Background: an optimization exercise with open tools, aiming at small area. Do not read the settings as production practice. Function was checked by simulation only, so behaviour that the tests miss may differ from the original. Power figures rest on the tool's default switching activity, not on a simulated workload.

Design tomasulo, start of the top module:
module tomasulo (
    input wire clk,
    input wire reset,
    input wire [11:0] instruction,
    input wire load_instruction,
    input wire loading_complete,
    output wire [15:0] issue,
    output wire [15:0] ex_start,
    output wire [15:0] ex_comp,
    output reg  [15:0] write,
    output wire [15:0] commit
);
    wire [2:0] op = instruction[11:9];
    wire in_k1 = op[2] & ~op[1];
    wire in_k0 = (~op[2] & op[1]) | (op[2] & ~op[1] & op[0]);
    wire in_none = ~(in_k1 | in_k0) & (op != 3'b001);
    wire [10:0] enc = {in_k1, in_k0, instruction[8:1], (in_k1 | in_k0) ? instruction[0] : in_none};
    reg [10:0] q [0:15];
    wire [10:0] head = q[0];
    wire [1:0] hk = head[10:9];
    wire [2:0] hdst = head[8:6];
    wire [2:0] hs1 = head[5:3];
    wire [2:0] hs2 = head[2:0];
    wire is_ld  = (hk == 2'b00) & ~head[0];
    wire is_add = (hk == 2'b01);
    wire is_mul = hk[1];
    wire is_div = hk[0];
    function [15:0] therm(input [4:0] n);
        reg o, a, b, c, d, hi, lo;
        begin
            o = n[4]; a = n[3]; b = n[2]; c = n[1]; d = n[0];
            hi = o | a;
            therm[0]  = hi | b | c | d;
            therm[1]  = hi | b | c;
            therm[2]  = hi | b | (c & d);
            therm[3]  = hi | b;
            therm[4]  = hi | (b & (c | d));
            therm[5]  = hi | (b & c);
            therm[6]  = hi | (b & c & d);
            therm[7]  = hi;
            therm[8]  = o | (a & (b | c | d));
            therm[9]  = o | (a & (b | c));
            therm[10] = o | (a & (b | (c & d)));
            therm[11] = o | (a & b);
            therm[12] = o | (a & b & (c | d));
            therm[13] = o | (a & b & c);
  ...
For scale: ~920 cells after synthesis, ~370 flip-flops, ~0.014 mm² of cells after synthesis.
export LEC_CHECK = 0
export CAP_MARGIN = 20
export CORE_MARGIN = 2
export CORE_UTILIZATION = 40
export SLEW_MARGIN = 20
create_clock -name core_clock -period 10.0 [get_ports {clk}]
standard.sh (not shown) runs the stock make flow with config.mk's settings and CLKGATE_MAP_FILE= SYNTH_SCRIPT=/design/flow/synth_recipe.tcl, a recipe that flattens the netlist after the stock synthesis.
==> flow/flow/run.sh <==
#!/bin/bash
# Standard ORFS layout through the standard.sh with three changes:
#  - synthesis: flow/synth.tcl = the standard flow's synthesis script, but ABC maps with
#    flow/area.script (area-oriented); flip-flop mapping is untouched
#  - clock tree built from clkbuf_4 cells in small sink clusters, without
#    dummy loads (instead of large clkbuf_16 cells)
#  - the port buffers that buffer_ports inserts use buf_1
# Make's full output goes to standard_finish.log; each ORFS step keeps its
# own log under orfs/logs/.
set -euo pipefail
W=$(pwd)
export FLOW_ABC_SCRIPT="$W/flow/area.script"
bash standard.sh \
  "SYNTH_SCRIPT=$W/flow/synth.tcl" \
  'CTS_ARGS=-sink_clustering_enable -repair_clock_nets -dont_use_dummy_load -buf_list sky130_fd_sc_hd__clkbuf_4 -sink_clustering_size 10 -sink_clustering_max_diameter 40' \
  'BUFFER_PORTS_ARGS=-buffer_cell sky130_fd_sc_hd__buf_1' \
  finish > standard_finish.log 2>&1
==> flow/flow/area.script <==
&get -n
&st
&dch
&nf -R 1000 -p -a -A 6 -F 6
&st
&syn2
&if -g -K 6
&synch2
&nf -R 1000 -p -a -A 6 -F 6
&st
&dch
&nf -R 1000 -p -a -A 6 -F 6
&put
==> flow/flow/synth.tcl <==
# The standard synthesis script (synth_recipe.tcl), with one change: the
# ABC technology-mapping call uses flow/area.script (area-oriented mapping)
# instead of ORFS's abc_speed.script. Everything before ABC (including
# flip-flop mapping) is unchanged, so the registers are the same.
proc synth {args} { yosys synth -nofsm -noshare {*}$args }
proc abc {args} {
  set i [lsearch -exact $args -script]
  if {$i >= 0 && [info exists ::env(FLOW_ABC_SCRIPT)]} {
    lset args [expr {$i + 1}] $::env(FLOW_ABC_SCRIPT)
  }
  yosys abc {*}$args
}
source $::env(SCRIPTS_DIR)/synth.tcl
# left out here: clear keep_hierarchy, flatten, clean up, hide names made inside functions, write 1_2_yosys.v
The baseline ran to the end with no violations.
Edit:
==> flow/flow/area.script (replaced) <==
&get -n
&st
&dch
&nf -R 1000 -p -a
&st
&syn2
&if -g -K 6
&synch2
&nf -R 1000 -p -a
&st
&dch
&nf -R 1000 -p -a
&put
What happened: Wire length is higher by a few percent; final area is about the same; total power is higher slightly; die area hardly moves; setup slack degrades by 0.013 ns; area after synthesis hardly moves; synthesized cell count is higher by a few percent; first-iteration DRC count is lower by a little under a tenth; via count is higher slightly; clock power is lower slightly; clock skew is higher by 0.0084 ns.


tomasulo, a different RTL version from the one above (not shown whole).
Size in the first run: roughly 1,000 cells after synthesis, about 370 flip-flops, about 0.015 sq mm of cells after synthesis.
export LEC_CHECK = 0
export CAP_MARGIN = 20
export CORE_MARGIN = 2
export CORE_UTILIZATION = 40
export SLEW_MARGIN = 20
create_clock -name core_clock -period 10.0 [get_ports {clk}]
run.sh (not shown) runs the stock make flow with config.mk's settings and CLKGATE_MAP_FILE= SYNTH_SCRIPT=/design/flow/synth_recipe.tcl, a recipe that flattens the netlist after the stock synthesis.
Stock flow here: none of the scripts above is used.
The baseline passed the timing, DRC and antenna checks.
Rerun with:
==> flow/flow/run.sh (new file) <==
#!/bin/bash
# Standard ORFS layout (the standard.sh, unchanged synthesis, floorplan,
# power grid and routing) with two changes:
#  - clock tree built from clkbuf_4 cells in small sink clusters, without
#    dummy loads (instead of large clkbuf_16 cells)
#  - the port buffers that buffer_ports inserts use buf_1
# Make's full output goes to standard_finish.log; each ORFS step keeps its
# own log under orfs/logs/.
set -euo pipefail
bash standard.sh \
  'CTS_ARGS=-sink_clustering_enable -repair_clock_nets -dont_use_dummy_load -buf_list sky130_fd_sc_hd__clkbuf_4 -sink_clustering_size 10 -sink_clustering_max_diameter 40' \
  'BUFFER_PORTS_ARGS=-buffer_cell sky130_fd_sc_hd__buf_1' \
  finish > standard_finish.log 2>&1
==> flow/standard.sh (new file) <==
#!/bin/bash
# synth_recipe.tcl (not shown) runs the flow's synth.tcl, then flattens the netlist and writes it again
# the make line also repeats each setting of config.mk as NAME=value (left out here)
make -C /OpenROAD-flow-scripts/flow DESIGN_CONFIG=/design/flow/config.mk WORK_HOME=/design/flow/orfs CLKGATE_MAP_FILE= SYNTH_SCRIPT=/design/flow/synth_recipe.tcl "${@:-finish}"
removed: flow/run.sh
Result: Flip-flop and latch count is unchanged. Global-route usage hardly moves. Via count rises by 1.1%. Critical path depth is unchanged. Final area falls by 8.3%. Routed wire length rises by about 0.32%. Worst setup slack improves by 0.29 ns. Die area is unchanged. Synthesized cell count stays the same. Sequential power hardly moves.


== P ==
Another version of the RTL of tomasulo (not shown whole).
Size: roughly 900 cells after synthesis, roughly 96 I/O pins.
==> flow/config.mk <==
export PLATFORM = sky130hd
export DESIGN_NAME = tomasulo
export DESIGN_NICKNAME = tomasulo
export VERILOG_FILES = /design/flow/design.v
export SDC_FILE = /design/flow/constraint.sdc
export NUM_CORES = 4
export LEC_CHECK = 0
export CAP_MARGIN = 20
export CORE_MARGIN = 2
export CORE_UTILIZATION = 40
export SLEW_MARGIN = 20
==> flow/constraint.sdc <==
create_clock -name core_clock -period 10.0 [get_ports {clk}]
set_input_delay 2.0000 -clock core_clock [delete_from_list [all_inputs] [get_ports {clk}]]
set_output_delay 2.0000 -clock core_clock [all_outputs]
set_load 0.01 [all_outputs]
standard.sh (not shown) runs the stock make flow with config.mk's settings and CLKGATE_MAP_FILE= SYNTH_SCRIPT=/design/flow/synth_recipe.tcl, a recipe that flattens the netlist after the stock synthesis.
==> flow/flow/run.sh <==
#!/bin/bash
# Standard ORFS layout through the standard.sh with three changes:
#  - synthesis: flow/synth.tcl = the standard flow's synthesis script, but ABC maps with
#    flow/area.script (area-oriented); flip-flop mapping is untouched
#  - clock tree built from clkbuf_4 cells in small sink clusters, without
#    dummy loads (instead of large clkbuf_16 cells)
#  - the port buffers that buffer_ports inserts use buf_1
# Make's full output goes to standard_finish.log; each ORFS step keeps its
# own log under orfs/logs/.
set -euo pipefail
W=$(pwd)
export FLOW_ABC_SCRIPT="$W/flow/area.script"
bash standard.sh \
  "SYNTH_SCRIPT=$W/flow/synth.tcl" \
  'CTS_ARGS=-sink_clustering_enable -repair_clock_nets -dont_use_dummy_load -buf_list sky130_fd_sc_hd__clkbuf_4 -sink_clustering_size 10 -sink_clustering_max_diameter 40' \
  'BUFFER_PORTS_ARGS=-buffer_cell sky130_fd_sc_hd__buf_1' \
  finish > standard_finish.log 2>&1
==> flow/flow/area.script <==
&get -n
&st
&dch
&nf -R 1000 -p -a
&st
&syn2
&if -g -K 6
&synch2
&nf -R 1000 -p -a
&st
&dch
&nf -R 1000 -p -a
&put
Scripts as last shown in full above: flow/flow/synth.tcl
The inputs of Q differ from those of P as listed below.
==> flow/flow/run.sh <==
#!/bin/bash
# Standard ORFS layout (the standard.sh, unchanged synthesis, floorplan,
# power grid and routing) with two changes:
#  - clock tree built from clkbuf_4 cells in small sink clusters, without
#    dummy loads (instead of large clkbuf_16 cells)
#  - the port buffers that buffer_ports inserts use buf_1
# Make's full output goes to standard_finish.log; each ORFS step keeps its
# own log under orfs/logs/.
set -euo pipefail
bash standard.sh \
  'CTS_ARGS=-sink_clustering_enable -repair_clock_nets -dont_use_dummy_load -buf_list sky130_fd_sc_hd__clkbuf_4 -sink_clustering_size 10 -sink_clustering_max_diameter 40' \
  'BUFFER_PORTS_ARGS=-buffer_cell sky130_fd_sc_hd__buf_1' \
  finish > standard_finish.log 2>&1
removed: flow/flow/area.script
removed: flow/flow/synth.tcl
==> summary.txt <==
Diff P -> Q: number of standard-cell rows in the floorplan has increased; mux share of post-synthesis cell area shows a reduction of 0.30 points; sequential share of cell area went down 1.7 points.
Comparing P and Q, the higher final area was measured on Q.
P and Q ended up with roughly the same relative max-transition margin.
| pin slew with the least headroom to its limit | Q vs P | ≈ equal |
Synthesized netlist cell count: Q > P
Routed wire length on met2 delta for Q relative to P: about 17% higher
In the flow results for P and Q, the overall power consumption is smaller on P.
Re setup slack: Q is 0.27 ns down on P.
Mean instance size in the synthesized netlist, P and Q, higher one = P.

## static timing again, ports no longer ideal
Ports are ideal in the flow. The routed layouts listed here were re-timed in OpenROAD.
Step 1: set_driving_cell puts a clkbuf_16 on clk and a buf_2 on each other input, an assumption about the parent block.
Step 2 adds t to the input delays and takes it off the output delays; t is the mean of the earliest and latest rising clock arrival at the registers after step 1. Input paths then give back, and output paths get back, about the clock's delay inside the block.
a / b / c = ideal / step 1 / step 2; a / b = the first two.
run	t, ns	slack for setup (ns)	slew at the worst register clock pin (ns)	worst data-port slew with drivers (ns)	pins driven straight from the clock port
the first run of note 1	0.705	5.189 / 5.172 / 4.493	0.10 / 0.10	0.04	1
the second run of note 1	0.716	5.176 / 5.130 / 5.098	0.11 / 0.11	0.04	1
the first run of note 2	0.583	5.019 / 4.969 / 5.005	0.06 / 0.06	0.04	1
the second run of note 2	0.717	5.309 / 5.261 / 4.801	0.11 / 0.11	0.05	1
P	0.703	5.368 / 5.323 / 5.435	0.12 / 0.12	0.05	1
Q	0.717	5.103 / 5.121 / 4.404	0.11 / 0.11	0.03	1
After both steps every run listed still meets setup and hold. The setup slack of Q, which loses most, moves by +0.018 ns with the drivers and by -0.699 ns with both steps.
